This is an optimization exercise on Yosys and OpenROAD, whose aim is small area, not a production implementation. Function was checked by simulation only, so behaviour that the tests miss may differ from the original. Power and IR drop assume default switching activity.

**constraint.sdc**
```tcl
create_clock -name core_clock -period 6.0 [get_ports {clk}]
set_input_delay 1.2000 -clock core_clock [delete_from_list [all_inputs] [get_ports {clk}]]
set_output_delay 1.2000 -clock core_clock [all_outputs]
set_load 0.01 [all_outputs]
```
**run.sh**
```bash
#!/bin/bash
# synth_recipe.tcl (not shown) runs the flow's synth.tcl, then flattens the netlist and writes it again
# the make line also repeats each setting of config.mk as NAME=value (left out here)
make -C /OpenROAD-flow-scripts/flow DESIGN_CONFIG=/design/flow/config.mk WORK_HOME=/design/flow/orfs CLKGATE_MAP_FILE= SYNTH_SCRIPT=/design/flow/synth_recipe.tcl finish
```
**design.v**
```verilog
module Processing_Element (clk, reset, inA, inB, outA, outB, out);
input [7:0] inA, inB;
input clk, reset;
output reg [7:0]outA, outB;
output reg [15:0] out;
reg [15:0] mulAB;
always @ (posedge clk)
begin
if (reset)
	begin
	out <= 0;
	outA <= 0;
	outB <= 0;
	end
 else
	begin
	outA<= inA;
	outB <= inB;
	mulAB= inA*inB;
	out<= out + mulAB;
	end
end
endmodule
module systolic_array # (parameter N= 8)  (clk, reset, inA, inB, out);
input [N*8-1:0]inA,inB;
input clk, reset;
output [(N**2)*16-1:0]out;
wire [N*8-1:0]stageA[N:0]; 
wire [N*8-1:0]stageB[N:0]; 
wire [N*16-1:0]out_reg[N-1:0]; 
assign stageA[0]=inA;
assign stageB[0]=inB;
genvar i,j;
	generate 
		for (i=0; i<N; i=i+1)
		begin
		for (j=0; j<N; j=j+1)
		begin
			 Processing_Element PE1 (clk, reset, stageA[j][i*8+7:i*8], stageB[i][j*8+7:j*8], stageA[j+1][i*8+7:i*8], stageB[i+1][j*8+7:j*8], out_reg[i][((j+1)*16)-1:j*16]);
		end
		end
		for (i=0;i<N;i=i+1)
		begin
		  assign  out[((i+1)*(N*16)-1): (i*N*16)] = out_reg[i];
		end
	endgenerate
endmodule
```
**config.mk**
```make
export PLATFORM = sky130hd
export DESIGN_NAME = systolic_array
export DESIGN_NICKNAME = systolic_array
export VERILOG_FILES = /design/flow/design.v
export SDC_FILE = /design/flow/constraint.sdc
export NUM_CORES = 4
export LEC_CHECK = 0
export CAP_MARGIN = 20
export CORE_MARGIN = 2
export CORE_UTILIZATION = 40
export SLEW_MARGIN = 20
```
==> impl_metrics.yaml <==
routing:
  via_per_inst: 4.768
  antenna_left: 0
  wl_per_cell_um: 19.15
  routed-via-count: 151000
  drt_iter0_markers: 7081
  drc: 0
  routed_wl_mm: 606.4
  first_pass_iters: 6
clock_tree:
  clk_latency_ns: 0.98
  cts_buffers: 270
  hold_buffers: 0
  cts-root-buf: "clkbuf_16"
  cts_resized: 0
  cts_setup_buffers: 0
  clk_path_buf_depth: 4
  clkTransAtPathRegs_ns: 0.06
  tritoncts: "yes"
  cts_max_level: 5
  cts.sinks: 1920
synthesis:
  synth_edf_count: 0
  ys_warn_count: 2
  synth_fp_nets: 28960
  synth.cell_area_um2: 208500
  ys_seq_elements: 1920
  ys_async_sr_fraction_pct: 0
  postSynthAreaPerCell_um2: 8.915
  yosysTopAreaCellShare_pct: 30.72
  synthTopCellsByArea: "fa_1 (31%), dfxtp_1 (18%), ha_1 (13%)"
  yosys.area.top_type: "fa_1"
  ys_seq_area_share_pct: 18.43
  synth.distinct_cells: 71
  syn_inst: 23390
  synthFlopType: "dfxtp_1"
layout:
  final_nets: 30060
  final_util_pct: 45.74
  mostFrequentLayoutCells: "inv_1 (6165), fa_1 (3200), nand2_1 (2282), ha_1 (2240), and2_1 (2057)"
  largest_reg_flops: 1024
  drive_gt1_share_pct: 2.631
  final_common_cell: "inv_1"
  final_cells: 31670
  syn2layout_area_growth_pct: 14.04
  fillers: 50710
pwr:
  cellPowerDensity_nw_per_um2: 166.1
  power_mw: 39.49
  p_leak_nw: 120.0
  ir_drop_mv: 0.3072
floorplanning:
  core_area_um2: 519900
  io_pins: 1154
  fp-row-count: 265
  fp.dieH_um: 726.0
  start_util_pct: 40.10
  die_x_um: 726.0
  dieArea_um2: 527000
worst_setup_path:
  arrival_ns: 5.88
  critPathCaptureType: "flop"
  r2r_cells: 17
  critPathMaxStageDelay_ns: 0.59
  critical_path.most_common_cell: "fa_1"
  cp_max_fo: 6
  crit_chain: "clkdlybuf4s50_1 > buf_4 > and2_1 > fa_1 > fa_1 > fa_1 > inv_1 > fa_1 > inv_1 > ha_1 > or3_1 > o22ai_1 > nor2b_1 > o32ai_1 > mux2_2"
  worstPathRequired_ns: 6.81
  critPathSlowestCell: "fa_1"
  rrSetupSlack_ns: 1.00
  r2r-end: "genblk1[6].genblk1[1].PE1.out[13]$_SDFF_PP0_"
  crit_type: "in2reg"
  r2r_start: "genblk1[5].genblk1[1].PE1.outB[0]$_SDFF_PP0_"
  start_kind: "input pin"
timing:
  hold_violations: 0
  finalMaxSlewViolations: 0
  fin_skew_ns: 0.06378
  setup_violations: 0
  grt_setup_unrepaired: "false"
  tightest_slew_ns: 1.031
  slew_headroom_pct: 31.16
  hold_ws_ns: 0.5853
  fmax_mhz: 197.3
  period_needed_ns: 5.070
  fin_setup_tns_ns: 0
  finalCritPeriodShare_pct: 84.49
grt:
  grtUsageMet2_pct: 37.81
  first_global_vias: 159900
  grt_pass1_wl_mm: 951.6
  met3_usage_pct: 4.699
  antenna_found_initial: 34
  busiest_layer: "met2"
  grt_usage_pct: 23.27
  grt_max_degree: 180
  grt_use_met1_pct: 30.13
  grt.overflow.total: 0
min_path:
  worst_hold_path_type: "reg2reg"
  min-delay-start: "genblk1[4].genblk1[2].PE1.outA[3]$_SDFF_PP0_"
  holdPathStages: 1
  min_to: "genblk1[4].genblk1[3].PE1.outA[3]$_SDFF_PP0_"
place:
  dp_hpwl_mm: 505.7
  gp_congestion: 0.9187
  io_buffers: 1153
  placedCellCount: 31160
flow_run:
  drv_cap: 0
outcome:
  outcome: "finished clean"
==> cell usage after synthesis, types with 207 or more instances <==
library cell,n
a21o_1,208
o21a_1,215
nand2_1,2282
o21ai_0,394
inv_1,6165
nor2b_1,1332
fa_1,3200
a21oi_1,280
xnor2_1,334
dfxtp_1,1920
clkbuf_1,388
and2_1,2057
xor2_1,256
a211oi_1,207
ha_1,2240
nor2_1,867
==> worst max-delay path: cells and delay by family <==
| kind | cells | cell delay [ns] |
|---|---|---|
| fa+ha+maj | 5 | 2.26 |
| buf+inv | 4 | 0.92 |
| simple gates | 3 | 0.61 |
| compound gates | 2 | 0.52 |
| mux | 1 | 0.37 |
==> layout make-up <==
type / count / area (um^2) / area share, %
clock inverters: 128 / 1983 / 0.8340
clock buffers: 360 / 7667 / 3.225
repair buffers: 1268 / 12580 / 5.293
diodes: 24 / 60.06 / 0.02526
multi-input cells: 14860 / 145200 / 61.07
well taps: 6942 / 8686 / 3.653
flip-flops and latches: 1920 / 38440 / 16.16
inverters: 6165 / 23140 / 9.732
==> worst max-delay path by stage <==
stage,startpoint,endpoint
finish,inA[28],genblk1[3].genblk1[0].PE1.out[14]$_SDFF_PP0_
CTS,genblk1[5].genblk1[1].PE1.outB[0]$_SDFF_PP0_,genblk1[6].genblk1[1].PE1.out[13]$_SDFF_PP0_
detailed placement,inA[28],genblk1[3].genblk1[0].PE1.out[14]$_SDFF_PP0_
global route,genblk1[5].genblk1[1].PE1.outB[0]$_SDFF_PP0_,genblk1[6].genblk1[1].PE1.out[13]$_SDFF_PP0_
global placement,inA[28],genblk1[3].genblk1[0].PE1.out[14]$_SDFF_PP0_
floorplan,inB[8],genblk1[0].genblk1[1].PE1.out[14]$_SDFF_PP0_
==> cells by family after synthesis <==
| group | after synthesis | synth area share [%] |
|---|---|---|
| adders and majority gates | 5440 | 44.17 |
| buffers and inverters | 6604 | 11.92 |
| and+or+nand+nor | 7078 | 17.34 |
| muxes | 41 | 0.2214 |
| DFF | 1920 | 18.43 |
| xor gates and xnor gates | 590 | 2.478 |
| AOI/OAI and AO/OA | 1714 | 5.439 |
==> power breakdown <==
group          leakage, nW  internal (mW)  total (mW)  switching [mW]
combinational         99.7           3.41        7.79            4.38
sequential            15.6           13.3        14.1           0.833
clock                 4.67           10.6        17.6            6.98
==> routing by layer <==
layer | up-vias | part of all wire, %
met5 | - | 0.020
met4 | 18 | 5.2
met3 | 869 | 6.0
met2 | 3040 | 45
met1 | 75410 | 43
li1 | 71660 | -
==> stage by stage <==
stage	instance area [um^2]	setup WS (ns)
final	237800	0.9304
after floorplan	208500	0.6593
after CTS	237700	1.057
after global placement	228100	0.04356
after global routing	237700	0.6958
after detailed placement	228100	0.03235

-- separate check: timing with driven ports --
The flow's constraints put no driver on any port. The routed layout listed below was extracted and timed again, unchanged, in two steps. Step 1 (the two cells are an assumption about what drives the block):
set clk [get_ports {clk}]
set_driving_cell -lib_cell sky130_fd_sc_hd__clkbuf_16 $clk
set_driving_cell -lib_cell sky130_fd_sc_hd__buf_2 [delete_from_list [all_inputs] $clk]
Step 2 adds t to the input delays and takes it off the output delays; t is the mean of the earliest and latest rising clock arrival at the registers after step 1. Input paths then give back, and output paths get back, about the clock's delay inside the block. a / b / c = ideal / step 1 / step 2; a / b = the first two.
t (ns): 1.060
setup WS [ns]: 0.930 / 0.997 / -0.025
hold slack, ns: 0.585 / 0.570 / 0.585
worst data-port slew with drivers (ns): 0.09
With both steps, setup timing fails in this run, where it was met with ideal ports. For this run, drivers alone change the setup slack by +0.067 ns; drivers and shift together by -0.955 ns.
